This design comes from an exercise in tuning for small area, a short achievable clock period and few clock cycles per item on the open sky130 flow, not from production work.
In this exercise RTL edits were held to simulation tests only and were not proved equivalent to the original.
No activity file was given, so power comes from the tool's default toggle rates.

## flow/config.mk

```make
export PLATFORM = sky130hd
export DESIGN_NAME = filter
export DESIGN_NICKNAME = filter
export VERILOG_FILES = /design/flow/design.v
export SDC_FILE = /design/flow/constraint.sdc
export NUM_CORES = 4
export LEC_CHECK = 0
export CAP_MARGIN = 20
export CORE_MARGIN = 2
export CORE_UTILIZATION = 40
export CTS_CLUSTER_DIAMETER = 100
export CTS_CLUSTER_SIZE = 20
export SLEW_MARGIN = 20
export SYNTH_HIERARCHICAL = 1
```

## flow/constraint.sdc

```tcl
create_clock -name core_clock -period 10.0 [get_ports {clock}]
set_input_delay 2.0000 -clock core_clock [delete_from_list [all_inputs] [get_ports {clock}]]
set_output_delay 2.0000 -clock core_clock [all_outputs]
set_load 0.01 [all_outputs]
```

## flow/design.v

```verilog
module filter(
        input clock,
        input reset,
        input start,
        output reg done,
        input  [15:0] data_in,
        output reg [15:0] data_out
    );
    reg [15:0] h0, h1, h2, h3, h4, h5, h6;
    reg [23:0] p0;
    reg [23:0] p1;
    wire [8:0] ld, hold;
    wire [111:0] hq = {h6, h5, h4, h3, h2, h1, h0};
    wire [111:0] hn = {h5, h4, h3, h2, h1, h0, data_in};
    wire [111:0] hd;
    genvar gi;
    generate
        for (gi = 0; gi < 9; gi = gi + 1) begin : sel
            selgen g (start, reset, ld[gi], hold[gi]);
        end
        for (gi = 0; gi < 112; gi = gi + 1) begin : hsel
            ao22 m (ld[gi / 16], hn[gi], hold[gi / 16], hq[gi], hd[gi]);
        end
    endgenerate
    always @(posedge clock)
        {h6, h5, h4, h3, h2, h1, h0} <= hd;
    reg  [16:0] pc;    
    wire [16:0] pc_n = {h0[15], h0} + {h3[15], h3};
    wire [16:0] pc_d;
    generate
        for (gi = 0; gi < 17; gi = gi + 1) begin : pcsel
            ao22 m (ld[7], pc_n[gi], hold[7], pc[gi], pc_d[gi]);
        end
    endgenerate
    always @(posedge clock)
        pc <= pc_d;
    reg  [16:0] pd;    
    wire [16:0] pd_n = {h1[15], h1} + {h2[15], h2};
    wire [16:0] pd_d;
    generate
        for (gi = 0; gi < 17; gi = gi + 1) begin : pdsel
            ao22 m (ld[8], pd_n[gi], hold[8], pd[gi], pd_d[gi]);
        end
    endgenerate
    always @(posedge clock)
        pd <= pd_d;
    wire s0, c0;
    ha u0 (h0[2], h0[3], s0, c0);
    wire s1, c1;
    fa u1 (h0[3], h0[4], h5[3], s1, c1);
    wire s2, c2;
    ha u2 (h5[4], h6[5], s2, c2);
    wire s3, c3;
    fa u3 (h0[4], h0[5], h5[4], s3, c3);
    wire s4, c4;
    fa u4 (h5[5], h6[6], pc[2], s4, c4);
    wire s5, c5;
    fa u5 (h0[5], h0[6], h5[5], s5, c5);
    wire s6, c6;
    fa u6 (h5[6], h6[7], pc[3], s6, c6);
    wire s7, c7;
    fa u7 (h0[6], h0[7], h5[6], s7, c7);
    wire s8, c8;
    fa u8 (h5[7], h6[8], pc[4], s8, c8);
    wire s9, c9;
    fa u9 (h0[7], h0[8], h5[7], s9, c9);
    wire s10, c10;
    fa u10 (h5[8], h6[9], pc[5], s10, c10);
    wire s11, c11;
    fa u11 (h0[8], h0[9], h5[8], s11, c11);
    wire s12, c12;
    fa u12 (h5[9], h6[10], pc[10], s12, c12);
    wire s13, c13;
    fa u13 (h0[10], h0[9], h5[10], s13, c13);
    wire s14, c14;
    fa u14 (h5[9], h6[11], pc[11], s14, c14);
    wire s15, c15;
    fa u15 (h0[10], h0[11], h5[10], s15, c15);
    wire s16, c16;
    fa u16 (h5[11], h6[12], pc[10], s16, c16);
    wire s17, c17;
    fa u17 (h0[11], h0[12], h5[11], s17, c17);
    wire s18, c18;
    fa u18 (h5[12], h6[13], pc[11], s18, c18);
    wire s19, c19;
    fa u19 (h0[12], h0[13], h5[12], s19, c19);
    wire s20, c20;
    fa u20 (h5[13], h6[14], pc[10], s20, c20);
    wire s21, c21;
    fa u21 (1'b1, h0[13], h0[14], s21, c21);
    wire s22, c22;
    fa u22 (h5[13], h5[14], pc[11], s22, c22);
    wire s23, c23;
    ha u23 (pc[13], pc[15], s23, c23);
    wire s24, c24;
    fa u24 (1'b1, h0[14], h5[14], s24, c24);
    wire s25, c25;
    fa u25 (pc[12], pc[14], pd[11], s25, c25);
    wire s26, c26;
    fa u26 (h0[0], h0[1], h5[0], s26, c26);
    wire s27, c27;
    ha u27 (h5[1], h6[2], s27, c27);
    wire s28, c28;
    fa u28 (h0[1], h0[2], h5[1], s28, c28);
    wire s29, c29;
    fa u29 (h5[2], h6[3], pc[1], s29, c29);
    wire s30, c30;
    ha u30 (pc[3], pd[1], s30, c30);
    wire s31, c31;
    fa u31 (h5[2], h5[3], h6[4], s31, c31);
    wire s32, c32;
    fa u32 (pc[0], pc[2], pc[4], s32, c32);
    wire s33, c33;
    fa u33 (pd[2], ~pd[5], s0, s33, c33);
    wire s34, c34;
    fa u34 (pc[1], pc[3], pc[5], s34, c34);
    wire s35, c35;
    fa u35 (pd[0], pd[3], ~pd[6], s35, c35);
    wire s36, c36;
    fa u36 (c0, s2, s1, s36, c36);
    wire s37, c37;
    fa u37 (pc[4], pc[6], pd[1], s37, c37);
    wire s38, c38;
    fa u38 (pd[4], ~pd[7], c2, s38, c38);
    wire s39, c39;
    fa u39 (c1, s3, s4, s39, c39);
    wire s40, c40;
    fa u40 (pc[5], pc[7], pd[2], s40, c40);
    wire s41, c41;
    fa u41 (pd[5], ~pd[8], c3, s41, c41);
    wire s42, c42;
    fa u42 (c4, s5, s6, s42, c42);
    wire s43, c43;
    fa u43 (pc[6], pc[8], pd[3], s43, c43);
    wire s44, c44;
    fa u44 (pd[6], ~pd[9], c5, s44, c44);
    wire s45, c45;
    fa u45 (c6, s7, s8, s45, c45);
    wire s46, c46;
    fa u46 (pc[7], pc[9], pd[4], s46, c46);
    wire s47, c47;
    fa u47 (pd[7], ~pd[10], c7, s47, c47);
    wire s48, c48;
    fa u48 (c8, s10, s9, s48, c48);
    wire s49, c49;
    fa u49 (pc[6], pc[8], pd[5], s49, c49);
    wire s50, c50;
    fa u50 (pd[8], ~pd[11], c10, s50, c50);
    wire s51, c51;
    fa u51 (c9, s11, s12, s51, c51);
    wire s52, c52;
    fa u52 (pc[7], pc[9], pd[6], s52, c52);
    wire s53, c53;
    fa u53 (pd[9], ~pd[12], c11, s53, c53);
    wire s54, c54;
    fa u54 (c12, s13, s14, s54, c54);
    wire s55, c55;
    fa u55 (pc[12], pc[8], pd[10], s55, c55);
    wire s56, c56;
    fa u56 (pd[7], ~pd[13], c13, s56, c56);
    wire s57, c57;
    fa u57 (c14, s15, s16, s57, c57);
    wire s58, c58;
    fa u58 (pc[13], pc[9], pd[11], s58, c58);
    wire s59, c59;
    fa u59 (pd[8], ~pd[14], c15, s59, c59);
    wire s60, c60;
    fa u60 (c16, s17, s18, s60, c60);
    wire s61, c61;
    fa u61 (pc[12], pc[14], pd[12], s61, c61);
    wire s62, c62;
    fa u62 (pd[9], ~pd[15], c17, s62, c62);
    wire s63, c63;
    fa u63 (c18, s19, s20, s63, c63);
    wire s64, c64;
    fa u64 (pd[10], pd[13], pd[16], s64, c64);
    wire s65, c65;
    fa u65 (~h6[15], s23, c19, s65, c65);
    wire s66, c66;
    fa u66 (c20, s21, s22, s66, c66);
    wire s67, c67;
    fa u67 (pd[14], ~h0[15], ~h5[15], s67, c67);
    wire s68, c68;
    fa u68 (~pc[16], c23, c21, s68, c68);
    wire s69, c69;
    fa u69 (c22, s24, s25, s69, c69);
    wire s70, c70;
    fa u70 (1'b1, pc[13], pc[15], s70, c70);
    wire s71, c71;
    fa u71 (pd[12], pd[15], ~h0[15], s71, c71);
    wire s72, c72;
    fa u72 (~h5[15], c24, c25, s72, c72);
    wire s73, c73;
    fa u73 (1'b1, pc[14], pd[13], s73, c73);
    wire s74, c74;
    ha u74 (h0[0], h5[0], s74, c74);
    wire s75, c75;
    fa u75 (pc[0], pc[2], pd[0], s75, c75);
    wire s76, c76;
    ha u76 (~pd[3], s27, s76, c76);
    wire s77, c77;
    fa u77 (~pd[4], c27, s30, s77, c77);
    wire s78, c78;
    fa u78 (c26, s28, s29, s78, c78);
    wire s79, c79;
    fa u79 (c30, c28, c29, s79, c79);
    wire s80, c80;
    fa u80 (s31, s32, s33, s80, c80);
    wire s81, c81;
    fa u81 (c31, c32, s34, s81, c81);
    wire s82, c82;
    fa u82 (s35, c33, s36, s82, c82);
    wire s83, c83;
    fa u83 (c34, c35, s37, s83, c83);
    wire s84, c84;
    fa u84 (s38, c36, s39, s84, c84);
    wire s85, c85;
    fa u85 (c37, s40, c38, s85, c85);
    wire s86, c86;
    fa u86 (c39, s41, s42, s86, c86);
    wire s87, c87;
    fa u87 (c40, s43, c41, s87, c87);
    wire s88, c88;
    fa u88 (c42, s44, s45, s88, c88);
    wire s89, c89;
    fa u89 (c43, s46, c44, s89, c89);
    wire s90, c90;
    fa u90 (c45, s47, s48, s90, c90);
    wire s91, c91;
    fa u91 (c46, s49, c47, s91, c91);
    wire s92, c92;
    fa u92 (c48, s50, s51, s92, c92);
    wire s93, c93;
    fa u93 (c49, s52, c50, s93, c93);
    wire s94, c94;
    fa u94 (c51, s53, s54, s94, c94);
    wire s95, c95;
    fa u95 (c52, s55, c53, s95, c95);
    wire s96, c96;
    fa u96 (c54, s56, s57, s96, c96);
    wire s97, c97;
    fa u97 (c55, s58, c56, s97, c97);
    wire s98, c98;
    fa u98 (c57, s59, s60, s98, c98);
    wire s99, c99;
    fa u99 (c58, s61, c59, s99, c99);
    wire s100, c100;
    fa u100 (c60, s62, s63, s100, c100);
    wire s101, c101;
    fa u101 (c61, s64, c62, s101, c101);
    wire s102, c102;
    fa u102 (c63, s65, s66, s102, c102);
    wire s103, c103;
    fa u103 (c64, s67, c65, s103, c103);
    wire s104, c104;
    fa u104 (c66, s68, s69, s104, c104);
    wire s105, c105;
    fa u105 (c67, s70, s71, s105, c105);
    wire s106, c106;
    fa u106 (c68, c69, s72, s106, c106);
    wire s107, c107;
    fa u107 (~pc[16], ~pd[16], c70, s107, c107);
    wire s108, c108;
    fa u108 (c71, s73, c72, s108, c108);
    wire s109, c109;
    fa u109 (1'b1, pc[15], pd[14], s109, c109);
    wire s110, c110;
    ha u110 (h6[1], pc[1], s110, c110);
    wire s111, c111;
    fa u111 (c74, s26, s75, s111, c111);
    wire s112, c112;
    fa u112 (c75, c76, s77, s112, c112);
    wire s113, c113;
    fa u113 (c77, c78, s79, s113, c113);
    wire s114, c114;
    fa u114 (c79, s81, c80, s114, c114);
    wire s115, c115;
    fa u115 (c81, s83, c82, s115, c115);
    wire s116, c116;
    fa u116 (c83, s85, c84, s116, c116);
    wire s117, c117;
    fa u117 (c85, s87, c86, s117, c117);
    wire s118, c118;
    fa u118 (c87, s89, c88, s118, c118);
    wire s119, c119;
    fa u119 (c89, s91, c90, s119, c119);
    wire s120, c120;
    fa u120 (c91, s93, c92, s120, c120);
    wire s121, c121;
    fa u121 (c93, s95, c94, s121, c121);
    wire s122, c122;
    fa u122 (c95, s97, c96, s122, c122);
    wire s123, c123;
    fa u123 (c97, s99, c98, s123, c123);
    wire s124, c124;
    fa u124 (c99, s101, c100, s124, c124);
    wire s125, c125;
    fa u125 (c101, s103, c102, s125, c125);
    wire s126, c126;
    fa u126 (s105, c103, c104, s126, c126);
    wire s127, c127;
    fa u127 (c105, s107, c106, s127, c127);
    wire s128, c128;
    fa u128 (c73, s109, c107, s128, c128);
    wire s129, c129;
    fa u129 (1'b1, pd[15], ~pc[16], s129, c129);
    wire s130, c130;
    ha u130 (h6[0], pc[0], s130, c130);
    wire s131, c131;
    fa u131 (~pd[2], s110, s74, s131, c131);
    wire s132, c132;
    fa u132 (c110, s76, s111, s132, c132);
    wire s133, c133;
    fa u133 (c111, s78, s112, s133, c133);
    wire s134, c134;
    fa u134 (c112, s80, s113, s134, c134);
    wire s135, c135;
    fa u135 (c113, s82, s114, s135, c135);
    wire s136, c136;
    fa u136 (s84, c114, s115, s136, c136);
    wire s137, c137;
    fa u137 (s86, c115, s116, s137, c137);
    wire s138, c138;
    fa u138 (s88, c116, s117, s138, c138);
    wire s139, c139;
    fa u139 (s90, c117, s118, s139, c139);
    wire s140, c140;
    fa u140 (s92, c118, s119, s140, c140);
    wire s141, c141;
    fa u141 (s94, c119, s120, s141, c141);
    wire s142, c142;
    fa u142 (s96, c120, s121, s142, c142);
    wire s143, c143;
    fa u143 (s98, c121, s122, s143, c143);
    wire s144, c144;
    fa u144 (s100, c122, s123, s144, c144);
    wire s145, c145;
    fa u145 (s102, c123, s124, s145, c145);
    wire s146, c146;
    fa u146 (s104, c124, s125, s146, c146);
    wire s147, c147;
    fa u147 (s106, c125, s126, s147, c147);
    wire s148, c148;
    fa u148 (s108, c126, s127, s148, c148);
    wire s149, c149;
    fa u149 (c108, s128, c127, s149, c149);
    wire s150, c150;
    fa u150 (c109, s129, c128, s150, c150);
    wire s151, c151;
    fa u151 (1'b1, ~pd[16], c129, s151, c151);
    wire [23:0] pn0 = {c151, s151, s150, c148, c147, c146, c145, c144, c143, c142, c141, c140, c139, c138, c137, c136, c135, c134, c133, c132, c131, c130, ~pd[1], 1'b1};
    wire [23:0] pn1 = {1'b0, c150, c149, s149, s148, s147, s146, s145, s144, s143, s142, s141, s140, s139, s138, s137, s136, s135, s134, s133, s132, s131, s130, ~pd[0]};
    wire s152, c152;
    ha u152 (h0[0], p0[1], s152, c152);
    wire s153, c153;
    fa u153 (h0[1], p0[2], p1[2], s153, c153);
    wire s154, c154;
    fa u154 (h0[2], p0[3], p1[3], s154, c154);
    wire s155, c155;
    fa u155 (h0[3], p0[4], p1[4], s155, c155);
    wire s156, c156;
    fa u156 (h0[4], p0[5], p1[5], s156, c156);
    wire s157, c157;
    fa u157 (h0[5], p0[6], p1[6], s157, c157);
    wire s158, c158;
    fa u158 (h0[6], p0[7], p1[7], s158, c158);
    wire s159, c159;
    fa u159 (h0[7], p0[8], p1[8], s159, c159);
    wire s160, c160;
    fa u160 (h0[8], p0[9], p1[9], s160, c160);
    wire s161, c161;
    fa u161 (h0[9], p0[10], p1[10], s161, c161);
    wire s162, c162;
    fa u162 (h0[10], p0[11], p1[11], s162, c162);
    wire s163, c163;
    fa u163 (h0[11], p0[12], p1[12], s163, c163);
    wire s164, c164;
    fa u164 (h0[12], p0[13], p1[13], s164, c164);
    wire s165, c165;
    fa u165 (h0[13], p0[14], p1[14], s165, c165);
    wire s166, c166;
    fa u166 (h0[14], p0[15], p1[15], s166, c166);
    wire s167, c167;
    fa u167 (p0[16], p1[16], ~h0[15], s167, c167);
    wire s168, c168;
    ha u168 (p0[17], p1[17], s168, c168);
    wire s169, c169;
    ha u169 (p0[18], p1[18], s169, c169);
    wire s170, c170;
    ha u170 (p0[19], p1[19], s170, c170);
    wire s171, c171;
    ha u171 (p0[20], p1[20], s171, c171);
    wire s172, c172;
    ha u172 (p0[21], p1[21], s172, c172);
    wire s173, c173;
    ha u173 (p0[22], p1[22], s173, c173);
    wire [23:0] r0 = {p0[23], c172, c171, c170, c169, c168, s168, c166, c165, c164, c163, c162, c161, c160, c159, c158, c157, c156, c155, c154, c153, c152, p1[1], p0[0]};
    wire [23:0] r1 = {c173, s173, s172, s171, s170, s169, c167, s167, s166, s165, s164, s163, s162, s161, s160, s159, s158, s157, s156, s155, s154, s153, s152, p1[0]};
    wire [23:0] y = r0 + r1;
    always @(posedge clock) begin
        p0 <= pn0;
        p1 <= pn1;
    end
    reg dn;
    wire ldo   = dn & ~reset;
    wire holdo = ~dn & ~reset;
    wire [15:0] od;
    generate
        for (gi = 0; gi < 16; gi = gi + 1) begin : osel
            ao22 m (ldo, y[gi + 8], holdo, data_out[gi], od[gi]);
        end
    endgenerate
    always @(posedge clock) begin
        done <= start & ~reset;
        dn <= start & ~reset;
        data_out <= od;
    end
endmodule
module fa(input a, input b, input c, output s, output co);
    assign s  = a ^ b ^ c;
    assign co = (a & b) | (a & c) | (b & c);
endmodule
module selgen(input start, input reset, output ld, output hold);
    assign ld   = start & ~reset;
    assign hold = ~start & ~reset;
endmodule
module ao22(input a1, input a2, input b1, input b2, output y);
    assign y = (a1 & a2) | (b1 & b2);
endmodule
module ha(input a, input b, output s, output co);
    assign s  = a ^ b;
    assign co = a & b;
endmodule
```

## flow/flow/run.sh

```bash
#!/bin/bash
# Standard ORFS layout (the standard.sh) with changes only to how it is
# optimised: ports are buffered with a plain buffer instead of the default
# delay-buffer cell, and timing repair is asked for more setup margin than the
# 10 ns clock needs, so that it works on the achieved period.
set -euo pipefail
bash standard.sh SETUP_SLACK_MARGIN=7.1 "BUFFER_PORTS_ARGS=-buffer_cell sky130_fd_sc_hd__buf_4" finish > orfs_make.log 2>&1
```

## flow/standard.sh

```bash
#!/bin/bash
# synth_recipe.tcl (not shown) runs the flow's synth.tcl, then flattens the netlist and writes it again
# the make line also repeats each setting of config.mk as NAME=value (left out here)
make -C /OpenROAD-flow-scripts/flow DESIGN_CONFIG=/design/flow/config.mk WORK_HOME=/design/flow/orfs CLKGATE_MAP_FILE= SYNTH_SCRIPT=/design/flow/synth_recipe.tcl "${@:-finish}"
```

==> metrics.yaml, run 1 <==
grt_start_max_net_pins: 22
synthFlopType: "dfxtp_1"
clockBufferDepth: 3
synth_area_leader_cell: "dfxtp_1"
clk_pin_slew_ns: 0.08
synth_edf_count: 0
vias: 7529
placed_area_um2: 12500
numClockSinks: 209
post_synth_num_cell_types: 53
postLayoutCellArea_um2: 13400
async_flop_share_pct: 0
drv_slew: 0
antenna_found_initial: 0
seq_area_um2: 4290
start_util_pct: 40.7
maxCapViolations: 0
cts-buffers-inserted: 14
finish.utilization_pct: 46.5
placedCellCount: 1346
critical_path.max_fanout: 3
final_common_cell: "a22o_1"
crit_family: "flip-flops"
critPathLaunchType: "flip-flop"
first_pass_iters: 6
grt.total_usage_pct: 17.9
final.period_utilization_pct: 29.5
cp.required_ns: 8.00
cp_cell_sequence: "buf_6"
hpwlAfterDp_um: 21500
powerDensity_nw_per_um2: 206
clk_latency_ns: 0.49
route.detailed.drc: 0
clock-root-buffer: "clkbuf_16"
synth-seq-cells: 209
fin_cells: 1389
placementRows: 62
area_growth_pct: 14.4
postRouteAntennaNets: 0
fmax_mhz: 339
top_level_ports: 36
ir_drop_uv: 106
crit_path_end_kind: "output port"
finalHoldViolations: 0
gp_congestion: 0.880
layout_common_cells: "162 x a22o_1, 156 x dfxtp_1, 148 x fa_1, 63 x ha_1, 47 x buf_4"
drtIter0Drc: 565
grt_pass1_wl_um: 43200
rsz0062_at_grt: "yes"
synth_cells: 925
fin_nets: 1254
synth_top_area_share_pct: 35.8
yosysSeqAreaShare_pct: 35.8
grt_pass1_vias: 7744
setup_viol: 0
antenna_cells: 0
syn_area_per_cell_um2: 12.6
synthTopCellsByArea: "dfxtp_1 36%, fa_1 27%, a22o_1 12%"
multi_input_area_um2: 7580
status: "finished clean"
overflow: 0
die_h_um: 175
tns_ns: 0
dieWidth_um: 175
slew_headroom_pct: 50.4
numPortBuffers: 35
drive_gt1_share_pct: 18.9
ctsHoldBuffers: 0
critPathBufInv: 1
critPathMaxStageDelay_ns: 0.36
coreArea_um2: 28800
slowest_stage: "dfxtp_2"
wirelength_um: 26800
hold_path.class: "reg2reg"
wl_per_cell_um: 19.3
worstMarginPinSlew_ns: 0.744
syn_area_um2: 11700
h-tree-depth: 1
worstPathArrival_ns: 0.95
ys.warnings.count: 7
cellLeakagePower_nw: 5.81
fin_crit_ns: 2.95
fillers: 2570
cts_tree: "yes"
worstSetupPathType: "reg2out"
clock-skew-final_ns: 0.0261
post_drt_via_cell_ratio: 5.42
die_area_um2: 30600
[Yosys stat by module, one instance, submodules excluded]
module | times used | cells | flops+latches
fa | 158 | 1 | 0
ha | 16 | 1 | 0
selgen | 9 | 2 | 0
filter | 1 | 571 | 209
ao22 | 162 | 1 | 0
[per-layer routing]
layer	global-route usage [%]	up-vias	routed length [µm]
met5	0	-	0
li1	-	3559	-
met3	2.15	34	1120
met4	4.06	0	507
met1	26.2	3764	13300
met2	28.3	172	12000
[worst paths after layout]
kind                             start  slack (ns)  cells after the start      to
worst max-delay path                dn        7.05                      1    done
worst min-delay path            h4[10]        0.48                      1  h4[10]
worst max register to register  h0[12]        7.14                      5  p1[15]
worst min register to register  h4[10]        0.48                      1  h4[10]
[flip-flops by register name, summed over array words and instances (netlist names)]
name and flops:
h2 16, data_out 16, p1 23, h6 16, h5 16, h4 16, pc 17, p0 23
dn 1, h3 16, h1 16, pd 17, h0 16
[per-stage QoR]
stage          hold slack, ns  setup slack, ns  total power [mW]
3_3_place_gp            0.453             6.48              2.07
6_report                0.479             7.05              2.75
3_5_place_dp            0.458             6.52              2.08
4_1_cts                 0.480             7.05              2.71
5_1_grt                 0.488             7.02              2.95
2_1_floorplan           0.394             7.14              1.80
[cell usage after synthesis (2+ instances only)]
library cell,number
dfxtp_1,209
a22o_1,162
fa_1,160
ha_1,70
a21oi_1,40
nor2_1,33
inv_1,29
xnor2_1,28
nand2_1,27
o21ai_0,23
a21o_1,13
xor2_1,13
nor2b_4,9
nor3_1,9
a31oi_1,8
a211oi_1,7
o21bai_1,7
nand2b_1,6
o211ai_1,6
o21a_1,6
and4_1,5
nand3_1,5
nand4_1,5
clkbuf_1,4
nor2b_1,3
o31a_1,3
a211o_1,2
a41oi_1,2
and2_1,2
and3_1,2
buf_2,2
mux2i_1,2
nand3b_1,2
o21ai_1,2
[final cells by class]
| cell class | instances | area share (%) |
|---|---|---|
| multi-input cells | 687 | 56.6 |
| flip-flops and latches | 209 | 32.0 |
| repair buffers | 64 | 4.07 |
| well taps | 384 | 3.59 |
| clock buffers | 14 | 2.62 |
| inverters | 29 | 0.813 |
| clock inverters | 2 | 0.243 |
[logic make-up (layout without fill, tap and decap cells)]
logic type	Yosys count	count (layout)	synth area share (%)
AOI/OAI and AO/OA	294	294	19.6
adders and majority gates	230	230	34.9
DFF	209	209	35.8
and+or+nand+nor	113	113	5.37
xor gates and xnor gates	41	41	3.07
buffers and inverters	35	109	1.14
muxes	2	2	0.171
other	1	7	0.0321
[power by group]
group,internal [mW],switching [mW]
clock network,0.257,0.283
registers,0.942,0.0704
logic,0.566,0.634
total,1.77,0.987
[what timing repair did]
action	CTS	global route
gates resized for setup	78	53
pin swaps	1	13
setup endpoints to repair	136	69
endpoints found under the hold margin	0	0
setup buffers	15	12
Testbench counts, summed over its fixed seeds: cycles 2,064, samples 2,048.
==> run 2, diff against run 1 <==
--- a/flow/config.mk
+++ b/flow/config.mk
@@ -11,3 +11,3 @@
 export CTS_CLUSTER_DIAMETER = 100
-export CTS_CLUSTER_SIZE = 20
+export CTS_CLUSTER_SIZE = 28
 export SLEW_MARGIN = 20
==> run 2 against run 1 <==
  * Still clean on timing, DRC and antenna
  * Global-route usage down 0.12 points
  * Flip-flop and latch count unchanged
  * Hold slack better by 0.0014 ns
  * Register-to-register slack worse by 0.04 ns
  * First-iteration DRC count down 3.9%
  * Routed wire length down 0.17%
  * Sequential share of layout area up 0.21 points
  * Critical path depth unchanged
  * Sequential power about the same
  * Combinational power about the same
  * Area after synthesis unchanged
  * Highest routed layer unchanged
==> metrics.yaml, run 2 <==
ir_drop_uv: 108
crit_start: "dn"
start_util_pct: 40.7
maxCapViolations: 0
place_ws_ns: 6.52
final.period_utilization_pct: 29.3
synthTopCellsByArea: "dfxtp_1 36%, fa_1 27%, a22o_1 12%"
antenna_found_initial: 0
h-tree-depth: 1
fillers: 2596
slowest_stage: "dfxtp_2"
gp_congestion: 0.880
rsz0062_at_grt: "yes"
clockPowerShare_pct: 18.2
numClockSinks: 209
cellLeakagePower_nw: 5.78
powerDensity_nw_per_um2: 201
critPathLaunchType: "flip-flop"
hold_path.class: "reg2reg"
clk_latency_ns: 0.47
first_pass_iters: 5
placementRows: 62
rr_startpoint: "h0[4]"
fmax_mhz: 341
critical_path.max_fanout: 3
dieWidth_um: 175
fin_crit_ns: 2.93
synth_area_leader_cell: "dfxtp_1"
top_level_ports: 36
wirelength_um: 26800
hpwlAfterDp_um: 21500
slew_headroom_pct: 47.3
yosysSeqAreaShare_pct: 35.8
vias: 7548
cts-buffers-inserted: 11
synth_commonest_cells: "209 x dfxtp_1, 162 x a22o_1, 160 x fa_1"
crit_family: "flip-flops"
setup.worst_path.end: "done"
internal_power_mw: 1.71
ys.warnings.count: 7
reg2regPathDepth: 6
syn_area_um2: 11700
worstSetupPathType: "reg2out"
ctsHoldBuffers: 0
route.detailed.drc: 0
grt_pass1_wl_um: 42800
grt.total_usage_pct: 17.7
post_drt_via_cell_ratio: 5.43
drv_slew: 0
synth_top_area_share_pct: 35.8
top_regs: "p0 (23), p1 (23)"
setup_ws_ns: 7.07
crit_path_end_kind: "output port"
synthFlopType: "dfxtp_1"
synth-seq-cells: 209
numPortBuffers: 35
tns_ns: 0
drtIter0Drc: 543
r2r_slack_ns: 7.10
area_growth_pct: 13.4
netSwitchingFraction_pct: 35.9
p_total_mw: 2.66
synth_cells: 925
post_synth_num_cell_types: 53
postRouteAntennaNets: 0
cp_cell_sequence: "buf_6"
worstPathArrival_ns: 0.93
rr_endpoint: "p1[9]"
synth_edf_count: 0
p_comb_share_pct: 43.8
die_h_um: 175
grt_pass1_vias: 7733
antenna_cells: 0
status: "finished clean"
fin_nets: 1253
critPathBufInv: 1
die_area_um2: 30600
overflow: 0
layout_common_cells: "162 x a22o_1, 162 x dfxtp_1, 153 x fa_1, 64 x ha_1, 50 x buf_4"
coreArea_um2: 28800
clock-skew-final_ns: 0.0155
async_flop_share_pct: 0
cp.required_ns: 8.00
critPathMaxStageDelay_ns: 0.36
clock-root-buffer: "clkbuf_16"
seq_power_share_pct: 38.0
cts_tree: "yes"
setup_viol: 0
grt_start_max_net_pins: 29
clockBufferDepth: 3
finalHoldViolations: 0
p_switching_uw: 956
wl_per_cell_um: 19.3
worstMarginPinSlew_ns: 0.789
syn_area_per_cell_um2: 12.6
drive_gt1_share_pct: 17.4
clk_pin_slew_ns: 0.10
synth.most_common_cell: "dfxtp_1"
path_depth: 1
[run 2: cell count changes in the layout (fill, tap and decap cells not counted), sizes merged]
cell | previous run | this run
buf | 64 | 66
clkbuf | 14 | 13
clkinv | 2 | 1
[run 2: final cells by class]
cell class	count	area, µm²	share of cell area, %
tap	384	480	3.62
clock inverter	1	16.3	0.123
timing repair buffer	66	556	4.19
sequential	209	4280	32.3
inverter	29	109	0.821
multi-input combinational	687	7520	56.7
clock buffer	13	303	2.28
[run 2: per-stage QoR]
step	util (%)	cells	hold WS [ns]	area [µm²]
floorplan	-	931	0.394	11700
global placement	43.3	1346	0.453	12500
detailed placement	43.3	1346	0.458	12500
CTS	45.3	1373	0.482	13000
global route	46.1	1389	0.494	13300
finish	46.1	1389	0.480	13300
[run 2: what timing repair did]
action / 4_1_cts / 5_1_grt
buffers inserted: 13 / 16
pin swaps: 1 / 8
setup endpoints to repair: 143 / 70
gates resized for setup: 68 / 38
hold endpoints to repair: 0 / 0
[run 2: layer usage]
metal  track usage, %  part of all wire (%)  wire [µm]  up-vias
li1                 -                     -          -     3554
met1             26.3                    50      13500     3825
met2             28.0                    45      12000      138
met3             1.85                   3.3        877       31
met4             3.99                   1.8        471        0
met5                0                     0          0        -
[run 2: power groups by stage]
| stage | logic [mW] | registers (mW) | clock network, mW |
|---|---|---|---|
| after floorplan | 0.779 | 1.02 | 0 |
| after global placement | 1.04 | 1.03 | 0 |
| after detailed placement | 1.05 | 1.03 | 0 |
| after CTS | 1.13 | 1.02 | 0.502 |
| after global routing | 1.30 | 1.03 | 0.533 |
| final | 1.17 | 1.01 | 0.485 |
[run 2: cell families (layout without fill, tap and decap cells)]
logic type | Yosys count | in the layout | share of synthesized area (%)
compound gates | 294 | 294 | 19.6
fa+ha+maj | 230 | 230 | 34.9
flops | 209 | 209 | 35.8
simple gates | 113 | 113 | 5.37
xor+xnor | 41 | 41 | 3.07
buf+inv | 35 | 109 | 1.14
mux | 2 | 2 | 0.171
other cells | 1 | 7 | 0.0321
[run 2: how the worst min path moves through the flow]
stage,from,endpoint,slack (ns),cells past startpoint
2_1_floorplan,pd[1],p0[1],0.39,1
3_3_place_gp,h4[10],h4[10],0.45,1
3_5_place_dp,data_out[0],data_out[0],0.46,1
4_1_cts,data_out[13],data_out[13],0.48,1
5_1_grt,h4[10],h4[10],0.49,1
6_report,data_out[14],data_out[14],0.48,1
[run 2: Yosys stat by module, one instance, submodules excluded]
module	flops+latches	area, µm²	copies in the design	cells
selgen	0	17.5	9	2
ao22	0	8.76	162	1
fa	0	20.0	158	1
ha	0	12.5	16	1
filter	209	6760	1	571
==> run 3, diff against run 2 <==
--- a/flow/config.mk
+++ b/flow/config.mk
@@ -9,5 +9,5 @@
 export CORE_MARGIN = 2
-export CORE_UTILIZATION = 40
+export CORE_UTILIZATION = 60
 export CTS_CLUSTER_DIAMETER = 100
-export CTS_CLUSTER_SIZE = 28
+export CTS_CLUSTER_SIZE = 24
 export SLEW_MARGIN = 20
==> run 3 against run 2 <==
  * Still clean
  * First-iteration DRC count decreased by 22%
  * Clock skew shrank 0.0057 ns
  * Non-clock buffer count is 7 lower
  * Via count increased by 1.8%
  * Global-route usage up 9.1 points
  * Routed wire length increased by 0.29%
  * Utilization is 22 points higher
  * Fmax up 0.30%
==> metrics.yaml, run 3 <==
status: "finished clean"
synth_edf_count: 0
post_drt_via_cell_ratio: 6.08
synth_area_leader_cell: "dfxtp_1"
synth_commonest_cells: "209 x dfxtp_1, 162 x a22o_1, 160 x fa_1"
grt_start_max_net_pins: 25
vias: 7685
crit_start: "dn"
clockBufferDepth: 3
busiest_layer: "met2"
drv_slew: 0
clock-root-buffer: "clkbuf_16"
grt.total_usage_pct: 26.9
multi_input_area_um2: 7590
cellLeakagePower_nw: 5.76
synth_cells: 925
worstPathArrival_ns: 0.92
grt_pass1_wl_um: 42700
place_ws_ns: 6.49
use_met1_pct: 38.3
gp_congestion: 0.897
clk_latency_ns: 0.47
first_pass_iters: 4
route.detailed.drc: 0
seq_power_share_pct: 37.2
groute.layer.met3.usage_pct: 2.77
powerDensity_nw_per_um2: 208
final_common_cell: "a22o_1"
rr_startpoint: "h0[8]"
post_synth_num_cell_types: 53
critPathBufInv: 1
worstSetupPathType: "reg2out"
dieWidth_um: 144
fin_crit_ns: 2.92
setup_ws_ns: 7.08
numPortBuffers: 35
drive_gt1_share_pct: 18.2
synth.most_common_cell: "dfxtp_1"
p_comb_share_pct: 44.4
p_switching_uw: 989
rsz0062_at_grt: "yes"
grt_pass1_vias: 8018
final.period_utilization_pct: 29.2
crit_family: "flip-flops"
antenna_found_initial: 0
synthTopCellsByArea: "dfxtp_1 36%, fa_1 27%, a22o_1 12%"
seq_area_um2: 4280
grtUsageMet2_pct: 44.5
postRouteAntennaNets: 0
fillers: 1434
clockPowerShare_pct: 18.4
antenna_cells: 0
worstMarginPinSlew_ns: 0.789
yosysSeqAreaShare_pct: 35.8
fmax_mhz: 342
synth_top_area_share_pct: 35.8
fin_nets: 1247
internal_power_mw: 1.75
setup_viol: 0
hold_path.class: "reg2reg"
wl_per_cell_um: 21.3
netSwitchingFraction_pct: 36.2
syn_area_um2: 11700
ir_drop_uv: 126
finalHoldViolations: 0
drtIter0Drc: 421
hpwlAfterDp_um: 21400
area_growth_pct: 12.5
top_regs: "p0 (23), p1 (23)"
maxCapViolations: 0
whs_path_depth: 1
cp.required_ns: 8.00
start_util_pct: 60.7
path_depth: 1
clock-skew-final_ns: 0.00977
tns_ns: 0
die_h_um: 144
h-tree-depth: 1
slew_headroom_pct: 47.4
cp_cell_sequence: "buf_6"
clk_pin_slew_ns: 0.09
cts_tree: "yes"
async_flop_share_pct: 0
placementRows: 51
overflow: 0
top_level_ports: 36
numClockSinks: 209
cts-buffers-inserted: 12
wirelength_um: 26900
critical_path.max_fanout: 2
crit_path_end_kind: "output port"
layout_common_cells: "162 x a22o_1, 157 x dfxtp_1, 149 x fa_1, 64 x ha_1, 42 x buf_4"
critPathMaxStageDelay_ns: 0.34
reg2regPathDepth: 5
coreArea_um2: 19300
critPathLaunchType: "flip-flop"
syn_area_per_cell_um2: 12.6
synth-seq-cells: 209
die_area_um2: 20600
ys.warnings.count: 7
synthFlopType: "dfxtp_1"
slowest_stage: "dfxtp_2"
hold_start: "data_out[12]"
-- run 3: metrics by stage --
step / instance area, µm² / hold slack [ns] / cells / total power [mW] / utilization, %
floorplan: 11700 / 0.394 / 931 / 1.80 / -
global placement: 12300 / 0.453 / 1226 / 2.06 / 63.8
detailed placement: 12300 / 0.459 / 1226 / 2.09 / 63.8
CTS: 12900 / 0.478 / 1252 / 2.66 / 66.9
global route: 13200 / 0.499 / 1264 / 2.93 / 68.3
finish: 13200 / 0.476 / 1264 / 2.73 / 68.3
-- run 3: cells by family (layout without fill, tap and decap cells) --
group / Yosys count / after routing / synth area share (%)
compound gates: 294 / 294 / 19.6
xor+xnor: 41 / 41 / 3.07
fa+ha+maj: 230 / 230 / 34.9
buf+inv: 35 / 103 / 1.14
flops: 209 / 209 / 35.8
mux: 2 / 2 / 0.171
other cells: 1 / 7 / 0.0321
simple gates: 113 / 113 / 5.37
-- run 3: worst paths after layout --
kind | to | slack [ns]
max | done | 7.08
min reg2reg | data_out[12] | 0.48
max reg2reg | p1[12] | 7.15
min | data_out[12] | 0.48
-- run 3: power by group through the flow --
stage,sequential (mW),combinational [mW],clock (mW)
final,1.02,1.22,0.503
after global placement,1.03,1.04,0
after detailed placement,1.03,1.06,0
after global routing,1.03,1.35,0.545
after floorplan,1.02,0.779,0
after CTS,1.02,1.13,0.514
-- run 3: layer usage --
metal  part of all wire (%)  vias up
met2                     48      188
met1                     46     3915
met4                    1.8        0
met3                    4.8       36
li1                       -     3546
met5                      0        -
-- run 3: area by class of cell --
type / instances / share of cell area [%]
sequential: 209 / 32.5
timing repair buffer: 59 / 3.85
clock buffer: 14 / 2.50
inverter: 29 / 0.827
tap: 265 / 2.52
multi-input combinational: 687 / 57.7
clock inverter: 1 / 0.0666
-- run 3: timing repair --
| item | in CTS | in global routing |
|---|---|---|
| setup buffers | 11 | 12 |
| hold buffers | 0 | 0 |
| endpoints found under the setup margin | 128 | 67 |
| pin swaps | 2 | 6 |
| resized for setup | 70 | 57 |
-- run 3: per-module statistics from Yosys, one instance, submodules excluded --
module	flip-flops and latches	cell area, µm²
ao22	0	8.76
filter	209	6760
ha	0	12.5
selgen	0	17.5
fa	0	20.0
==> run 4, diff against run 3 <==
--- a/flow/flow/run.sh
+++ b/flow/flow/run.sh
@@ -6,2 +6,2 @@
 set -euo pipefail
-bash standard.sh SETUP_SLACK_MARGIN=7.1 "BUFFER_PORTS_ARGS=-buffer_cell sky130_fd_sc_hd__buf_4" finish > orfs_make.log 2>&1
+bash standard.sh SETUP_SLACK_MARGIN=7.25 "BUFFER_PORTS_ARGS=-buffer_cell sky130_fd_sc_hd__buf_4" finish > orfs_make.log 2>&1
--- a/flow/config.mk
+++ b/flow/config.mk
@@ -9,3 +9,3 @@
 export CORE_MARGIN = 2
-export CORE_UTILIZATION = 60
+export CORE_UTILIZATION = 40
 export CTS_CLUSTER_DIAMETER = 100
==> run 4 against run 3 <==
  * Register-to-register slack about the same
  * Via count down 2.8%
  * Flip-flop and latch count unchanged
  * Clock power down 1%
  * Sequential power about the same
  * Combinational power up 5%
  * Utilization down 21 points
  * Hold slack worse by 0.0017 ns
  * Global-route usage down 9.3 points
  * Die area up 48%
  * Fmax up 0.16%
  * Synthesized cell count unchanged
==> metrics.yaml, run 4 <==
clockPowerShare_pct: 17.8
seq_area_um2: 4300
ir_drop_uv: 130
route.detailed.drc: 0
grtUsageMet2_pct: 27.9
postRouteAntennaNets: 0
worstSetupPathType: "reg2out"
grt_pass1_vias: 7828
fmax_mhz: 343
slowest_stage: "dfxtp_2"
top_level_ports: 36
seq_power_share_pct: 36.2
powerDensity_nw_per_um2: 205
p_total_mw: 2.79
h-tree-depth: 1
critPathLaunchType: "flip-flop"
coreArea_um2: 28800
ctsHoldBuffers: 0
gp_congestion: 0.859
top_regs: "p0 (23), p1 (23)"
area_growth_pct: 16.2
wirelength_um: 26100
drv_slew: 0
wl_per_cell_um: 18.7
clock-skew-final_ns: 0.0151
use_met1_pct: 25.9
numPortBuffers: 35
numClockSinks: 209
netSwitchingFraction_pct: 35.5
finalHoldViolations: 0
worstPathArrival_ns: 0.92
crit_family: "flip-flops"
synth-seq-cells: 209
clockBufferDepth: 3
dieWidth_um: 175
clk_pin_slew_ns: 0.09
clk_latency_ns: 0.47
synth_area_leader_cell: "dfxtp_1"
synthFlopType: "dfxtp_1"
grt_start_max_net_pins: 25
antenna_found_initial: 0
first_pass_iters: 6
drive_gt1_share_pct: 22.8
internal_power_mw: 1.80
groute.layer.met3.usage_pct: 1.91
cts_tree: "yes"
worstMarginPinSlew_ns: 0.685
p_comb_share_pct: 46.0
final.period_utilization_pct: 29.2
setup_viol: 0
rsz0062_at_grt: "yes"
yosysSeqAreaShare_pct: 35.8
die_h_um: 175
die_area_um2: 30600
start_util_pct: 40.7
critical_path.max_fanout: 2
multi_input_area_um2: 7770
slew_headroom_pct: 54.3
final_common_cell: "a22o_1"
grt.total_usage_pct: 17.6
maxCapViolations: 0
ys.warnings.count: 7
cp_cell_sequence: "buf_6"
synth.most_common_cell: "dfxtp_1"
synth_edf_count: 0
critPathBufInv: 1
drtIter0Drc: 529
synth_top_area_share_pct: 35.8
cellLeakagePower_nw: 5.80
tns_ns: 0
fillers: 2575
synth_commonest_cells: "209 x dfxtp_1, 162 x a22o_1, 160 x fa_1"
cts-buffers-inserted: 12
synth_cells: 925
finish.utilization_pct: 47.3
hold_path.class: "reg2reg"
async_flop_share_pct: 0
vias: 7466
layout_common_cells: "162 x a22o_1, 157 x dfxtp_1, 121 x fa_1, 60 x ha_1, 55 x buf_4"
critPathMaxStageDelay_ns: 0.33
post_drt_via_cell_ratio: 5.35
grt_pass1_wl_um: 42600
busiest_layer: "met2"
hpwlAfterDp_um: 21000
placementRows: 62
post_synth_num_cell_types: 53
antenna_cells: 0
cp.required_ns: 8.00
clock-root-buffer: "clkbuf_16"
syn_area_per_cell_um2: 12.6
synthTopCellsByArea: "dfxtp_1 36%, fa_1 27%, a22o_1 12%"
overflow: 0
fin_nets: 1260
syn_area_um2: 11700
fin_crit_ns: 2.92
crit_path_end_kind: "output port"
p_switching_uw: 993
status: "finished clean"
==> run 4: cell types whose count changed in the layout (fill, tap and decap cells not counted), moves of 4 or more <==
cell | before | now
buf_4 | 42 | 55
dfxtp_2 | 40 | 33
dfxtp_4 | 12 | 19
fa_1 | 149 | 121
fa_2 | 11 | 39
ha_1 | 64 | 60
ha_4 | 3 | 7
nor2_2 | 9 | 5
nor2_4 | 0 | 5
==> run 4: logic make-up after synthesis <==
group / synth area share [%]
AND/OR/NAND/NOR: 5.37
multiplexers: 0.171
other: 0.0321
buffers and inverters: 1.14
XOR/XNOR: 3.07
AO/OA/AOI/OAI: 19.6
adder cells (fa/ha/maj): 34.9
flip-flops: 35.8
==> run 4: path summary, 6_finish.rpt <==
| check | from | endpoint | slack (ns) | cells past startpoint |
|---|---|---|---|---|
| setup / recovery | data_out[14] | data_out[14] | 7.08 | 1 |
| hold / removal | data_out[7] | data_out[7] | 0.47 | 1 |
| setup reg to reg | h0[10] | p1[14] | 7.16 | 5 |
| hold reg to reg | data_out[7] | data_out[7] | 0.47 | 1 |
==> run 4: metrics by stage <==
step | instance area [µm²] | instances | setup WS, ns | hold WS [ns]
final | 13600 | 1395 | 7.08 | 0.475
after global routing | 13600 | 1395 | 7.05 | 0.487
after CTS | 13400 | 1389 | 7.07 | 0.479
after detailed placement | 12500 | 1344 | 6.75 | 0.458
after global placement | 12500 | 1344 | 6.79 | 0.453
after floorplan | 11800 | 931 | 7.26 | 0.394
==> run 4: repair_timing <==
item                                    in CTS  in global routing
resized for setup                          128                 34
pin swaps                                   16                 12
buffers inserted                            31                  6
endpoints found under the setup margin      65                105
==> run 4: Yosys stat by module, one instance, submodules excluded <==
module / cell area (µm²) / flops+latches / cells inside / times used
filter: 6760 / 209 / 571 / 1
fa: 20.0 / 0 / 1 / 158
selgen: 17.5 / 0 / 2 / 9
ha: 12.5 / 0 / 1 / 16
ao22: 8.76 / 0 / 1 / 162
==> run 4: layer usage <==
layer | up-vias | share of wire, %
met4 | 0 | 1.9
met3 | 29 | 3.6
li1 | 3574 | -
met1 | 3736 | 50
met2 | 127 | 45
met5 | - | 0
==> run 4: final cells by class <==
cell class	instances	share of cell area, %
Sequential cell	209	31.6
Multi-Input combinational cell	687	57.2
Clock inverter	1	0.0644
Timing Repair Buffer	72	4.44
Inverter	29	0.800
Tap cell	384	3.53
Clock buffer	13	2.39
==> run 4: power groups by stage <==
stage                     combinational (mW)  clock (mW)  sequential (mW)
final                                   1.28       0.497             1.01
after global routing                    1.43       0.542             1.02
after CTS                               1.18       0.516             1.01
after detailed placement                1.03           0             1.03
after global placement                  1.03           0             1.03
after floorplan                        0.779           0             1.02
==> run 5, diff against run 4 <==
--- a/flow/flow/run.sh
+++ b/flow/flow/run.sh
@@ -6,2 +6,2 @@
 set -euo pipefail
-bash standard.sh SETUP_SLACK_MARGIN=7.25 "BUFFER_PORTS_ARGS=-buffer_cell sky130_fd_sc_hd__buf_4" finish > orfs_make.log 2>&1
+bash standard.sh SETUP_SLACK_MARGIN=6.95 "BUFFER_PORTS_ARGS=-buffer_cell sky130_fd_sc_hd__buf_4" finish > orfs_make.log 2>&1
--- a/flow/config.mk
+++ b/flow/config.mk
@@ -9,3 +9,3 @@
 export CORE_MARGIN = 2
-export CORE_UTILIZATION = 40
+export CORE_UTILIZATION = 60
 export CTS_CLUSTER_DIAMETER = 100
==> run 5 against run 4 <==
  * Routed wire length is 0.80% higher
  * Critical path depth rose by 2
  * Critical path type is now in2reg
  * Utilization up 19 points
  * Clock power grew 1%
  * Non-clock buffer count is 35 lower
  * Area after synthesis unchanged
  * Cell count is 11% lower
  * Combinational power fell by 15%
  * Highest routed layer unchanged
  * Critical endpoint is now h1[1]
  * Design area down 6.3%
  * Largest cell class unchanged
  * Still clean on timing, DRC and antenna
==> metrics.yaml, run 5 <==
fin_crit_ns: 2.96
crit_path_end_kind: "flip-flop"
grt_pass1_vias: 7964
synth_edf_count: 0
yosysSeqAreaShare_pct: 35.8
layout_common_cells: "194 x dfxtp_1, 162 x a22o_1, 160 x fa_1, 66 x ha_1, 39 x a21oi_1"
synth_cells: 925
gp_congestion: 0.897
clock-skew-final_ns: 0.00941
grt_start_max_net_pins: 25
grt.total_usage_pct: 26.7
h-tree-depth: 1
ir_drop_uv: 111
final.period_utilization_pct: 29.6
worstPathArrival_ns: 3.37
clock-root-buffer: "clkbuf_16"
tns_ns: 0
ys.warnings.count: 7
grt_pass1_wl_um: 42400
overflow: 0
critPathLaunchType: "input port"
clockPowerShare_pct: 19.3
drive_gt1_share_pct: 10.0
dieWidth_um: 144
numPortBuffers: 35
vias: 7565
die_h_um: 144
rsz0062_at_grt: "yes"
fin_nets: 1225
post_drt_via_cell_ratio: 6.09
synth_top_area_share_pct: 35.8
coreArea_um2: 19300
fillers: 1480
seq_power_share_pct: 38.7
powerDensity_nw_per_um2: 204
synthTopCellsByArea: "dfxtp_1 36%, fa_1 27%, a22o_1 12%"
post_synth_num_cell_types: 53
clockBufferDepth: 3
top_regs: "p0 (23), p1 (23)"
slew_headroom_pct: 28.1
hpwlAfterDp_um: 21400
synth_area_leader_cell: "dfxtp_1"
drtIter0Drc: 477
syn_area_um2: 11700
synth-seq-cells: 209
route.detailed.drc: 0
placed_area_um2: 12300
area_growth_pct: 8.96
die_area_um2: 20600
final_common_cell: "dfxtp_1"
netSwitchingFraction_pct: 36.2
maxCapViolations: 0
postRouteAntennaNets: 0
wirelength_um: 26300
placementRows: 51
finalHoldViolations: 0
clk_pin_slew_ns: 0.09
cts-buffers-inserted: 12
synthFlopType: "dfxtp_1"
internal_power_mw: 1.66
postLayoutCellArea_um2: 12700
worstMarginPinSlew_ns: 1.07
critical_path.max_fanout: 21
status: "finished clean"
antenna_found_initial: 0
synth.most_common_cell: "dfxtp_1"
fmax_mhz: 338
drv_slew: 0
synth_commonest_cells: "209 x dfxtp_1, 162 x a22o_1, 160 x fa_1"
p_comb_share_pct: 42.0
antenna_cells: 0
first_pass_iters: 5
syn_area_per_cell_um2: 12.6
wl_per_cell_um: 21.2
top_level_ports: 36
p_switching_uw: 943
cellLeakagePower_nw: 5.61
hold_path.class: "reg2reg"
cts_tree: "yes"
ctsHoldBuffers: 0
cp.required_ns: 10.42
start_util_pct: 60.7
clk_latency_ns: 0.47
setup_viol: 0
numClockSinks: 209
worstSetupPathType: "in2reg"
async_flop_share_pct: 0
==> run 5: cell counts after synthesis <==
No cell type changed its count.
==> run 5: cell type report <==
cell class | instances | area, µm² | share of cell area, %
multi-input combinational | 687 | 7480 | 58.7
sequential | 209 | 4220 | 33.1
tap | 265 | 332 | 2.60
clock buffer | 14 | 329 | 2.58
timing repair buffer | 37 | 278 | 2.18
inverter | 29 | 109 | 0.854
clock inverter | 1 | 8.76 | 0.0687
==> run 5: critical path, cell delays in order <==
cell and delay [ns]:
buf_4 0.24, nor2_1 0.86, a22o_1 0.25
==> run 5: final timing paths <==
| kind | startpoint | endpoint | slack, ns | cells past startpoint |
|---|---|---|---|---|
| hold / removal | data_out[12] | data_out[12] | 0.48 | 1 |
| setup reg to reg | h0[9] | p1[12] | 7.05 | 5 |
| setup / recovery | reset | h1[1] | 7.04 | 3 |
| hold reg to reg | data_out[12] | data_out[12] | 0.48 | 1 |
==> run 5: logic make-up after synthesis <==
family | after synthesis | share of synthesized area [%]
other | 1 | 0.0321
DFF | 209 | 35.8
muxes | 2 | 0.171
and+or+nand+nor | 113 | 5.37
buffers and inverters | 35 | 1.14
xor gates and xnor gates | 41 | 3.07
AOI/OAI and AO/OA | 294 | 19.6
adders and majority gates | 230 | 34.9
==> run 5: repair_timing <==
item | 4_1_cts | 5_1_grt
buffers inserted | 0 | 1
pin swaps | 0 | 1
endpoints found under the setup margin | 25 | 11
endpoints found under the hold margin | 0 | 0
resized for setup | 16 | 16
==> run 5: Yosys stat by module, one instance, submodules excluded <==
module  times used  flip-flops and latches  cells inside
ao22           162                       0             1
fa             158                       0             1
filter           1                     209           571
ha              16                       0             1
selgen           9                       0             2
==> run 5: power by group through the flow <==
stage          Combinational (mW)  Sequential [mW]  Clock (mW)
6_report                     1.09             1.01       0.502
3_5_place_dp                 1.06             1.03           0
2_1_floorplan               0.779             1.02           0
3_3_place_gp                 1.04             1.03           0
4_1_cts                      1.07             1.01       0.514
5_1_grt                      1.23             1.02       0.545
==> run 5: routing by layer <==
| metal | vias up | GRT usage (%) | part of all wire [%] |
|---|---|---|---|
| met4 | 0 | 6.76 | 2.0 |
| met3 | 39 | 2.77 | 4.4 |
| met2 | 191 | 44.1 | 47 |
| li1 | 3506 | - | - |
| met1 | 3829 | 38.3 | 47 |
| met5 | - | 0 | 0 |
==> run 5: through the flow <==
stage	instances	power, mW	hold slack, ns	worst slack [ns]	util (%)
after global placement	1226	2.06	0.453	6.49	63.8
after floorplan	931	1.80	0.394	7.14	-
after CTS	1241	2.60	0.480	6.96	65.8
after detailed placement	1226	2.09	0.459	6.49	63.8
after global routing	1242	2.80	0.492	6.93	66.2
final	1242	2.60	0.476	7.04	66.2
==> run 6, diff against run 5 <==
--- a/flow/flow/run.sh
+++ b/flow/flow/run.sh
@@ -6,2 +6,2 @@
 set -euo pipefail
-bash standard.sh SETUP_SLACK_MARGIN=6.95 "BUFFER_PORTS_ARGS=-buffer_cell sky130_fd_sc_hd__buf_4" finish > orfs_make.log 2>&1
+bash standard.sh SETUP_SLACK_MARGIN=7.05 "BUFFER_PORTS_ARGS=-buffer_cell sky130_fd_sc_hd__buf_4" finish > orfs_make.log 2>&1
==> run 6 against run 5 <==
  * Area after synthesis unchanged
  * Combinational power increased by 7%
  * Flip-flop and latch count unchanged
  * Hold slack improved by 0.00066 ns
  * Via count increased by 0.48%
  * Still clean
  * Critical endpoint is now data_out[3]
  * Total power increased by 3.2%
  * Critical path type is now reg2out
  * Sequential share of layout area decreased by 0.22 points
  * Largest cell class unchanged
  * Die area unchanged
==> metrics.yaml, run 6 <==
area_growth_pct: 10.9
numClockSinks: 209
placementRows: 51
ctsHoldBuffers: 0
synthFlopType: "dfxtp_1"
first_pass_iters: 5
place_ws_ns: 6.49
setup_viol: 0
postRouteAntennaNets: 0
use_met1_pct: 38.3
fmax_mhz: 343
layout_common_cells: "170 x dfxtp_1, 162 x a22o_1, 158 x fa_1, 64 x ha_1, 37 x a21oi_1"
synth_commonest_cells: "209 x dfxtp_1, 162 x a22o_1, 160 x fa_1"
overflow: 0
synth_top_area_share_pct: 35.8
internal_power_mw: 1.71
clock-root-buffer: "clkbuf_16"
wl_per_cell_um: 21.3
p_comb_share_pct: 43.4
fin_crit_ns: 2.92
crit_start: "data_out[3]"
busiest_layer: "met2"
die_area_um2: 20600
drive_gt1_share_pct: 14.4
tns_ns: 0
clk_pin_slew_ns: 0.09
clockPowerShare_pct: 18.7
clockBufferDepth: 3
grtUsageMet2_pct: 44.2
ir_drop_uv: 126
cts_tree: "yes"
grt_pass1_vias: 7974
synth.most_common_cell: "dfxtp_1"
synthTopCellsByArea: "dfxtp_1 36%, fa_1 27%, a22o_1 12%"
start_util_pct: 60.7
groute.layer.met3.usage_pct: 2.77
final_common_cell: "dfxtp_1"
cp_cell_sequence: "buf_6"
route.detailed.drc: 0
drv_slew: 0
clk_latency_ns: 0.47
grt_pass1_wl_um: 42500
h-tree-depth: 1
dieWidth_um: 144
fin_nets: 1232
async_flop_share_pct: 0
worstMarginPinSlew_ns: 0.777
r2r_slack_ns: 7.10
fillers: 1449
p_total_mw: 2.69
grt.total_usage_pct: 26.8
finalHoldViolations: 0
yosysSeqAreaShare_pct: 35.8
cp.required_ns: 8.00
antenna_cells: 0
rr_startpoint: "h0[8]"
post_drt_via_cell_ratio: 6.09
crit_family: "flip-flops"
numPortBuffers: 35
critPathMaxStageDelay_ns: 0.34
top_regs: "p0 (23), p1 (23)"
critical_path.max_fanout: 2
final.period_utilization_pct: 29.2
seq_area_um2: 4260
powerDensity_nw_per_um2: 207
synth_cells: 925
reg2regPathDepth: 5
coreArea_um2: 19300
critPathBufInv: 1
crit_path_end_kind: "output port"
p_switching_uw: 976
wirelength_um: 26600
critPathLaunchType: "flip-flop"
rsz0062_at_grt: "yes"
die_h_um: 144
netSwitchingFraction_pct: 36.3
synth-seq-cells: 209
worstPathArrival_ns: 0.92
path_depth: 1
slowest_stage: "dfxtp_2"
drtIter0Drc: 443
synth_area_leader_cell: "dfxtp_1"
antenna_found_initial: 0
cts-buffers-inserted: 12
setup.worst_path.end: "data_out[3]"
setup_ws_ns: 7.08
grt_start_max_net_pins: 25
clock-skew-final_ns: 0.00817
postLayoutCellArea_um2: 13000
hpwlAfterDp_um: 21400
seq_power_share_pct: 37.9
ys.warnings.count: 7
worstSetupPathType: "reg2out"
gp_congestion: 0.897
synth_edf_count: 0
hold_path.class: "reg2reg"
syn_area_um2: 11700
vias: 7601
placed_area_um2: 12300
slew_headroom_pct: 48.1
multi_input_area_um2: 7540
syn_area_per_cell_um2: 12.6
post_synth_num_cell_types: 53
status: "finished clean"
rr_endpoint: "p1[12]"
maxCapViolations: 0
cellLeakagePower_nw: 5.68
top_level_ports: 36
[run 6: final cells by class]
cell class	instances	share of cell area, %
clock buffers	14	2.54
multi-input cells	687	58.1
inverters	29	0.839
clock inverters	1	0.0675
flip-flops and latches	209	32.8
well taps	265	2.56
repair buffers	44	3.04
[run 6: metal layers]
layer  wire length, µm  vias up  share of wire (%)
li1                  -     3516                  -
met1             12300     3857                 46
met2             12500      188                 47
met3              1180       40                4.4
met4               522        0                2.0
met5                 0        -                  0
[run 6: through the flow]
| step | std cells | util, % | hold WS, ns |
|---|---|---|---|
| after CTS | 1246 | 66.3 | 0.467 |
| final | 1249 | 67.3 | 0.476 |
| after detailed placement | 1226 | 63.8 | 0.459 |
| after global placement | 1226 | 63.8 | 0.453 |
| after global routing | 1249 | 67.3 | 0.486 |
| after floorplan | 931 | - | 0.394 |
[run 6: cell families (layout without fill, tap and decap cells)]
| group | Yosys count | after routing | synth area share [%] |
|---|---|---|---|
| AO/OA/AOI/OAI | 294 | 294 | 19.6 |
| other | 1 | 7 | 0.0321 |
| flip-flops | 209 | 209 | 35.8 |
| AND/OR/NAND/NOR | 113 | 113 | 5.37 |
| XOR/XNOR | 41 | 41 | 3.07 |
| adder cells (fa/ha/maj) | 230 | 230 | 34.9 |
| multiplexers | 2 | 2 | 0.171 |
| buffers and inverters | 35 | 88 | 1.14 |
[run 6: how the worst min path moves through the flow]
stage,from,to,slack (ns),cells past startpoint
2_1_floorplan,pd[1],p0[1],0.39,1
3_3_place_gp,h4[11],h4[11],0.45,1
3_5_place_dp,h4[10],h4[10],0.46,1
4_1_cts,data_out[1],data_out[1],0.47,1
5_1_grt,data_out[1],data_out[1],0.49,1
6_report,data_out[12],data_out[12],0.48,1
[run 6: power groups by stage]
stage                     Clock, mW  Combinational (mW)  Sequential [mW]
after floorplan                   0               0.779             1.02
after global placement            0                1.04             1.03
after detailed placement          0                1.06             1.03
after CTS                     0.514                1.10             1.01
after global routing          0.545                1.30             1.03
final                         0.502                1.17             1.02
[run 6: timing repair]
action / in CTS / in global routing
setup endpoints to repair: 95 / 91
hold endpoints to repair: 0 / 0
setup buffers: 5 / 3
pin swaps: 1 / 4
resized for setup: 38 / 61
[run 6: modules after synthesis (local to each module, per instance)]
module  cell area, µm²  copies in the design  flip-flops and latches
fa                20.0                   158                       0
selgen            17.5                     9                       0
ha                12.5                    16                       0
filter            6760                     1                     209
ao22              8.76                   162                       0
==> run 7, diff against run 6 <==
--- a/flow/flow/run.sh
+++ b/flow/flow/run.sh
@@ -6,2 +6,2 @@
 set -euo pipefail
-bash standard.sh SETUP_SLACK_MARGIN=7.05 "BUFFER_PORTS_ARGS=-buffer_cell sky130_fd_sc_hd__buf_4" finish > orfs_make.log 2>&1
+bash standard.sh SETUP_SLACK_MARGIN=7.1 "BUFFER_PORTS_ARGS=-buffer_cell sky130_fd_sc_hd__buf_4" finish > orfs_make.log 2>&1
--- a/flow/config.mk
+++ b/flow/config.mk
@@ -9,5 +9,3 @@
 export CORE_MARGIN = 2
-export CORE_UTILIZATION = 60
-export CTS_CLUSTER_DIAMETER = 100
-export CTS_CLUSTER_SIZE = 24
+export CORE_UTILIZATION = 40
 export SLEW_MARGIN = 20
==> run 7 against run 6 <==
  * Register-to-register slack better by 0.04 ns
  * Clock-buffer cell count rose by 15
  * Hold slack worse by 0.0056 ns
  * Clock skew is 0.0032 ns higher
  * Synthesized cell count is the same
  * Critical path type unchanged
  * Total power increased by 13%
==> metrics.yaml, run 7 <==
status: "finished clean"
critical_path.max_fanout: 3
postRouteAntennaNets: 0
worstSetupPathType: "reg2out"
fin_crit_ns: 2.95
setup_viol: 0
fmax_mhz: 339
placed_area_um2: 12500
grt_start_max_net_pins: 22
clockBufferDepth: 3
slowest_stage: "dfxtp_2"
slew_headroom_pct: 33.9
clk_latency_ns: 0.51
grt_pass1_wl_um: 43600
numClockSinks: 209
cp_cell_sequence: "buf_6"
cellLeakagePower_nw: 5.97
rsz0062_at_grt: "yes"
clk_pin_slew_ns: 0.06
p_switching_mw: 1.03
numPortBuffers: 35
gp_congestion: 0.880
yosysSeqAreaShare_pct: 35.8
top_level_ports: 36
post_synth_num_cell_types: 53
cts-buffers-inserted: 23
antenna_found_initial: 0
seq_power_share_pct: 33.3
synthTopCellsByArea: "dfxtp_1 36%, fa_1 27%, a22o_1 12%"
clock-skew-final_ns: 0.0114
route.detailed.drc: 0
hpwlAfterDp_um: 21500
postLayoutCellArea_um2: 13700
async_flop_share_pct: 0
final.period_utilization_pct: 29.5
synth_edf_count: 0
critPathMaxStageDelay_ns: 0.34
drv_slew: 0
grt_pass1_vias: 7920
placedCellCount: 1346
powerDensity_nw_per_um2: 222
clockPowerShare_pct: 27.3
die_h_um: 175
synth.most_common_cell: "dfxtp_1"
ys.warnings.count: 7
critPathLaunchType: "flip-flop"
vias: 7552
layout_common_cells: "162 x a22o_1, 159 x dfxtp_1, 150 x fa_1, 63 x ha_1, 45 x buf_4"
synth_area_leader_cell: "dfxtp_1"
overflow: 0
drive_gt1_share_pct: 19.7
dieWidth_um: 175
area_growth_pct: 17.2
placementRows: 62
worstPathArrival_ns: 0.95
netSwitchingFraction_pct: 33.9
synth_cells: 925
syn_area_um2: 11700
die_area_um2: 30600
path_depth: 1
clock-root-buffer: "clkbuf_16"
finish.utilization_pct: 47.7
finalHoldViolations: 0
drtIter0Drc: 570
synth_commonest_cells: "209 x dfxtp_1, 162 x a22o_1, 160 x fa_1"
coreArea_um2: 28800
crit_path_end_kind: "output port"
post_drt_via_cell_ratio: 5.36
fin_nets: 1261
h-tree-depth: 1
first_pass_iters: 5
wl_per_cell_um: 19.2
start_util_pct: 40.7
final_common_cell: "a22o_1"
wirelength_um: 27100
internal_power_mw: 2.01
reg2regPathDepth: 5
grt.total_usage_pct: 18.0
top_regs: "p0 (23), p1 (23)"
ir_drop_uv: 111
worstMarginPinSlew_ns: 0.988
ctsHoldBuffers: 0
synth-seq-cells: 209
synth_top_area_share_pct: 35.8
cts_tree: "yes"
critPathBufInv: 1
whs_path_depth: 1
maxCapViolations: 0
cp.required_ns: 8.00
synthFlopType: "dfxtp_1"
syn_area_per_cell_um2: 12.6
tns_ns: 0
fin_cells: 1408
antenna_cells: 0
p_comb_share_pct: 39.3
hold_path.class: "reg2reg"
crit_family: "flip-flops"
==> run 7: per-stage QoR <==
stage / worst slack, ns / hold WS (ns) / power, mW
after floorplan: 7.14 / 0.394 / 1.80
after global placement: 6.48 / 0.453 / 2.07
after detailed placement: 6.52 / 0.458 / 2.08
after CTS: 7.03 / 0.473 / 3.01
after global routing: 7.02 / 0.480 / 3.26
final: 7.05 / 0.471 / 3.04
==> run 7: logic make-up after synthesis <==
logic type / Yosys count / share of synthesized area, %
AO/OA/AOI/OAI: 294 / 19.6
XOR/XNOR: 41 / 3.07
adder cells (fa/ha/maj): 230 / 34.9
buffers and inverters: 35 / 1.14
flip-flops: 209 / 35.8
multiplexers: 2 / 0.171
other: 1 / 0.0321
AND/OR/NAND/NOR: 113 / 5.37
==> run 7: layer usage <==
metal | track usage, % | wire, µm | vias up
met3 | 2.70 | 1060 | 33
met5 | 0 | 0 | -
li1 | - | - | 3599
met2 | 28.4 | 12100 | 153
met4 | 4.27 | 457 | 0
met1 | 26.2 | 13500 | 3767
==> run 7: what timing repair did <==
| action | CTS | global route |
|---|---|---|
| gates cloned | 0 | 0 |
| pin swaps | 1 | 10 |
| endpoints found under the setup margin | 108 | 68 |
| setup buffers | 15 | 10 |
| resized for setup | 74 | 47 |
==> run 7: Yosys stat by module, one instance, submodules excluded <==
module	flops+latches	cell area, µm²
filter	209	6760
fa	0	20.0
selgen	0	17.5
ha	0	12.5
ao22	0	8.76
==> run 7: final timing paths <==
check | from | to | slack, ns
worst max-delay path | dn | done | 7.05
worst min-delay path | h4[10] | h4[10] | 0.47
worst max register to register | h0[12] | p1[15] | 7.14
worst min register to register | h4[10] | h4[10] | 0.47
==> run 7: power by group through the flow <==
stage / Sequential, mW / Clock (mW) / Combinational (mW)
floorplan: 1.02 / 0 / 0.779
global placement: 1.03 / 0 / 1.04
detailed placement: 1.03 / 0 / 1.05
CTS: 1.02 / 0.854 / 1.14
global route: 1.03 / 0.893 / 1.34
finish: 1.02 / 0.832 / 1.20
==> run 7: area by class of cell <==
class | count | area [µm²]
fill | 2558 | 15100
inverter | 29 | 109
tap | 384 | 480
multi-input combinational | 687 | 7570
sequential | 209 | 4280
timing repair buffer | 62 | 529
clock inverter | 8 | 101
clock buffer | 29 | 648

[what the ideal ports hide]
The results above use ideal ports. As a check the final layouts listed here were re-extracted and re-timed, cells and wires unchanged.
Step 1: set_driving_cell puts a clkbuf_16 on clock and a buf_2 on each other input, an assumption about the parent block.
Step 2 adds t to the input delays and takes it off the output delays; t is the mean of the earliest and latest rising clock arrival at the registers after step 1. Input paths then give back, and output paths get back, about the clock's delay inside the block.
Slacks: ideal ports / drivers / drivers and shift; pairs: ideal ports / drivers.
| run | t, ns | setup WS [ns] | worst setup path at the end | cell pins on the clock port's net |
|---|---|---|---|---|
| run 1 | 0.529 | 7.053 / 7.002 / 6.767 | input to register | 1 |
| run 2 | 0.514 | 7.070 / 7.020 / 6.763 | input to register | 1 |
| run 3 | 0.518 | 7.079 / 7.030 / 6.764 | input to register | 1 |
| run 4 | 0.514 | 7.084 / 7.033 / 6.814 | input to register | 1 |
| run 5 | 0.519 | 7.044 / 6.999 / 6.550 | input to register | 1 |
| run 6 | 0.519 | 7.081 / 7.032 / 6.765 | input to register | 1 |
| run 7 | 0.553 | 7.054 / 7.004 / 6.632 | input to register | 1 |
After both steps setup and hold are still met in every run listed. The setup slack of run 5, which loses most, moves by -0.045 ns with the drivers and by -0.494 ns with both steps.
